Source: an optimization exercise on an open RTL-to-GDS flow (aim: small area). Production flows keep margins and buffers that such runs may drop.
In this exercise RTL edits were held to simulation tests only and were not proved equivalent to the original.
Power and IR drop assume default switching activity.

Setup of build 11:
==> flow/design.v <==
module toplevel (reset, clock, mclk, sclk, lrck, sdin, sdout, test_sdout);
input  reset;
input  clock;
input  sdout;
output mclk;
output sclk;
output lrck;
output sdin;
output test_sdout;
reg [8:0] p;
reg       f;
always @(posedge clock) begin
  if (reset == 1'b0) begin
    p <= 9'd0;
    f <= 1'b1;
  end else begin
    p <= p + {8'd0, ~f};
    f <= 1'b0;
  end
end
assign mclk = p[0];
assign sclk = p[2];
assign lrck = p[8];
assign test_sdout = 1'b0;
reg fresh;
always @(posedge clock) begin
  if (reset == 1'b0)
    fresh <= 1'b1;
  else if (p[4])
    fresh <= 1'b0;
end
reg [10:0] r0;
wire ins0 = (p == 9'd323);
always @(posedge clock) r0 <= {r0[9:0], fresh ? 1'b0 : (ins0 ? sdout : r0[10])};
reg [10:0] r1;
wire ins1 = (p == 9'd315);
always @(posedge clock) r1 <= {r1[9:0], fresh ? 1'b0 : (ins1 ? sdout : r1[10])};
reg [10:0] r2;
wire ins2 = (p == 9'd307);
always @(posedge clock) r2 <= {r2[9:0], fresh ? 1'b0 : (ins2 ? sdout : r2[10])};
reg [10:0] r3;
wire ins3 = (p == 9'd299);
always @(posedge clock) r3 <= {r3[9:0], fresh ? 1'b0 : (ins3 ? sdout : r3[10])};
reg [10:0] r4;
wire ins4 = (p == 9'd291);
always @(posedge clock) r4 <= {r4[9:0], fresh ? 1'b0 : (ins4 ? sdout : r4[10])};
reg [10:0] r5;
wire ins5 = (p == 9'd283);
always @(posedge clock) r5 <= {r5[9:0], fresh ? 1'b0 : (ins5 ? sdout : r5[10])};
reg [10:0] r6;
wire ins6 = (p == 9'd275);
always @(posedge clock) r6 <= {r6[9:0], fresh ? 1'b0 : (ins6 ? sdout : r6[10])};
wire [6:0] x = {r6[5], r5[8], r4[0], r3[3], r2[6], r1[9], r0[1]};
reg en, sub, dblm;
always @(*) begin
  en = 1'b0;
  sub = 1'b0;
  dblm = 1'b0;
  case (p)
    9'd128: begin en = 1'b1; end
    9'd129: begin en = 1'b1; end
    9'd134: begin en = 1'b1; end
    9'd135: begin en = 1'b1; end
    9'd143: begin dblm = 1'b1; end
    9'd145: begin en = 1'b1; end
    9'd151: begin en = 1'b1; end
    9'd159: begin dblm = 1'b1; end
    9'd160: begin en = 1'b1; sub = 1'b1; end
    9'd161: begin en = 1'b1; sub = 1'b1; end
    9'd168: begin en = 1'b1; sub = 1'b1; end
    9'd169: begin en = 1'b1; sub = 1'b1; end
    9'd175: begin dblm = 1'b1; end
    9'd177: begin en = 1'b1; sub = 1'b1; end
    9'd180: begin en = 1'b1; sub = 1'b1; end
    9'd182: begin en = 1'b1; sub = 1'b1; end
    9'd185: begin en = 1'b1; sub = 1'b1; end
    9'd191: begin dblm = 1'b1; end
    9'd195: begin en = 1'b1; end
    9'd200: begin en = 1'b1; end
    9'd207: begin dblm = 1'b1; end
    9'd211: begin en = 1'b1; end
    9'd217: begin en = 1'b1; end
    default: ;
  endcase
end
wire txw  = p[8] & (p[7] ? (p[6:3] == 4'd0) : (p[6:3] != 4'd0));
wire dbl  = fresh | dblm | (txw & (p[2:0] == 3'b111));
reg  [15:0] acc;
wire [6:0]  y  = {7{en}} & (x ^ {7{sub}});
wire        sx = en & (x[6] ^ sub);
wire [15:0] bop = {{9{sx}}, y};
wire [16:0] cy;
assign cy[0] = en & sub;
genvar i;
generate
  for (i = 0; i < 16; i = i + 1) begin : add
    assign cy[i+1] = (acc[i] & bop[i]) | (acc[i] & cy[i]) | (bop[i] & cy[i]);
    if (i == 0) begin : lsb
      always @(posedge clock) acc[i] <= dbl ? 1'b0 : acc[i] ^ bop[i] ^ cy[i];
    end else begin : up
      always @(posedge clock) acc[i] <= dbl ? acc[i-1] : acc[i] ^ bop[i] ^ cy[i];
    end
  end
endgenerate
assign sdin = txw & acc[15];
endmodule
Settings: LEC_CHECK=0, CAP_MARGIN=20, CORE_MARGIN=2, CORE_UTILIZATION=40, SLEW_MARGIN=20; clock period 10.0 ns.
standard.sh (not shown) runs the stock make flow with config.mk's settings and CLKGATE_MAP_FILE= SYNTH_SCRIPT=/design/flow/synth_recipe.tcl, a recipe that flattens the netlist after the stock synthesis.
==> flow/flow/run.sh <==
#!/bin/bash
# Standard synthesis, then every combinational cell swapped for the smallest
# cell of its family (the synthesis maps for speed and upsizes freely; the
# resizer upsizes again wherever slew or load needs it), then the standard
# layout steps.
set -euo pipefail
R=orfs/results/${FLOW_PLATFORM}/toplevel/base
LIB=${FLOW_HOME}/platforms/${FLOW_PLATFORM}/lib/sky130_fd_sc_hd__tt_025C_1v80.lib
bash standard.sh synth > synth.log 2>&1
sleep 1
python3 flow/downsize.py "$LIB" "$R/1_2_yosys.v" > downsize.log 2>&1
touch "$R/1_2_yosys.v"
bash standard.sh "CTS_ARGS=-sink_clustering_enable -repair_clock_nets -dont_use_dummy_load -buf_list sky130_fd_sc_hd__clkbuf_4 -root_buf sky130_fd_sc_hd__clkbuf_16 -sink_clustering_size 8 -sink_clustering_max_diameter 30 -sink_clustering_levels 1" finish > layout.log 2>&1
Other scripts of this flow, unchanged in this note and not shown: flow/flow/downsize.py
Inputs modified between build 11 and build 2:
diff --git a/flow/flow/run.sh b/flow/flow/run.sh
--- a/flow/flow/run.sh
+++ b/flow/flow/run.sh
@@ -13 +13 @@
-bash standard.sh "CTS_ARGS=-sink_clustering_enable -repair_clock_nets -dont_use_dummy_load -buf_list sky130_fd_sc_hd__clkbuf_4 -root_buf sky130_fd_sc_hd__clkbuf_16 -sink_clustering_size 8 -sink_clustering_max_diameter 30 -sink_clustering_levels 1" finish > layout.log 2>&1
+bash standard.sh finish > layout.log 2>&1
### Flow results
- As of build 2, total power had fallen by a few percent compared to build 11.
- Clock network area share came out lower on build 2 than on build 11.
- Between build 11 and build 2, the difference in met1 track demand over resource in global routing is negligible.
- Build 2 vs. build 11: number of cells on the critical path held steady, final weighted congestion in routability-driven placement held steady, cell-internal power shrank by 9.7%.
- Build 2 ended with every stage complete and zero timing, DRC or antenna violations.
- Build 2 against build 11: delay of the slowest critical-path stage saw little to no change, part of the power in the clock network saw a decrease, sequential cell area share saw an increase.
[inputs] build 24 vs build 2
diff --git a/flow/flow/run.sh b/flow/flow/run.sh
--- a/flow/flow/run.sh
+++ b/flow/flow/run.sh
@@ -13 +13 @@
-bash standard.sh finish > layout.log 2>&1
+bash standard.sh "CTS_ARGS=-sink_clustering_enable -repair_clock_nets -dont_use_dummy_load" finish > layout.log 2>&1
Findings:
Build 24: no failed stages, no open violations at the end
[compare] base=build 2 new=build 24: final design utilization now smaller; via count down 0.53%; routed wire length on met3 picked up an extra about 3%; detailed-route wire length flat.
Total power (build 24 / build 2): 0.923
Clock transition at the registers of the reported paths, build 2 and build 24: smaller value in build 24
Build 2 -> build 24: detail-routed net length per standard cell increased slightly
Leakage power in build 24 vs build 2: down about 2.4%
Here is what was changed in the inputs of build 25 compared with build 24.
diff --git a/flow/flow/run.sh b/flow/flow/run.sh
--- a/flow/flow/run.sh
+++ b/flow/flow/run.sh
@@ -13 +13 @@
-bash standard.sh "CTS_ARGS=-sink_clustering_enable -repair_clock_nets -dont_use_dummy_load" finish > layout.log 2>&1
+bash standard.sh "CTS_ARGS=-sink_clustering_enable -repair_clock_nets -dont_use_dummy_load -buf_list sky130_fd_sc_hd__clkbuf_4 -root_buf sky130_fd_sc_hd__clkbuf_8 -sink_clustering_size 8 -sink_clustering_max_diameter 30 -sink_clustering_levels 1" finish > layout.log 2>&1
==> comparison <==
- Build 25 and build 24 all finish clean.
- Build 25 vs. build 24: synthesized cell count ~0 delta, routed wire length on met2 ~0 delta, number of nets in the finished design ~0 delta.
- Fmax came out exactly the same in build 25 and build 24.
- Comparing build 25 against build 24, there is no change at all in number of filler instances in the final layout.
- Re number of post-CTS setup repair buffers: no difference whatsoever between build 24 and build 25.
--- input diff build 25..build 58 ---
diff --git a/flow/flow/run.sh b/flow/flow/run.sh
--- a/flow/flow/run.sh
+++ b/flow/flow/run.sh
@@ -13 +13 @@
-bash standard.sh "CTS_ARGS=-sink_clustering_enable -repair_clock_nets -dont_use_dummy_load -buf_list sky130_fd_sc_hd__clkbuf_4 -root_buf sky130_fd_sc_hd__clkbuf_8 -sink_clustering_size 8 -sink_clustering_max_diameter 30 -sink_clustering_levels 1" finish > layout.log 2>&1
+bash standard.sh "CTS_ARGS=-sink_clustering_enable -repair_clock_nets -dont_use_dummy_load -buf_list sky130_fd_sc_hd__clkbuf_16 -sink_clustering_size 35" finish > layout.log 2>&1
- Build 58 gives less required time of the worst setup path than build 25 did.
- Looking at build 58 and build 25, the share of the clock period used by the worst path after layout is a wash.
- Build 58 has clock skew below what build 25 had.
- Diff build 25 -> build 58: fraction of area in registers dropped 1.6 points, cell area now larger, via count was more or less identical, maximum frequency was more or less identical, power per unit of standard cell area went up by about 11%.
- Post-route minimum period down 0.012 ns in build 58 wrt build 25
- [compare] base=build 25 new=build 58: share of final layout cell area taken by non-clock buffers saw little to no change; internal power summed over all cells shows an increase of 78 uW.

[re-timing with driven ports]
The flow's constraints put no driver on any port. The routed layouts listed below were extracted and timed again, unchanged, in two steps. Step 1 assumes that a clkbuf_16 drives the clock port and a buf_2 every other input. Step 2 moves the port delays by t, midway between the first and last clock arrival at a register: inputs arrive t later, outputs are due t later. That takes back most of the time a late clock gives input paths. a / b / c = no drivers / after step 1 / after step 2; a / b = the first two.
run	t, ns	slack for setup (ns)	pins driven straight from the clock port
build 11	0.359	1.476 / 1.476 / 1.476	1
build 2	0.383	1.453 / 1.453 / 1.453	1
build 24	0.373	1.464 / 1.464 / 1.464	1
build 25	0.373	1.464 / 1.464 / 1.464	1
build 58	0.359	1.476 / 1.476 / 1.476	1
After both steps setup and hold are still met in every run listed.
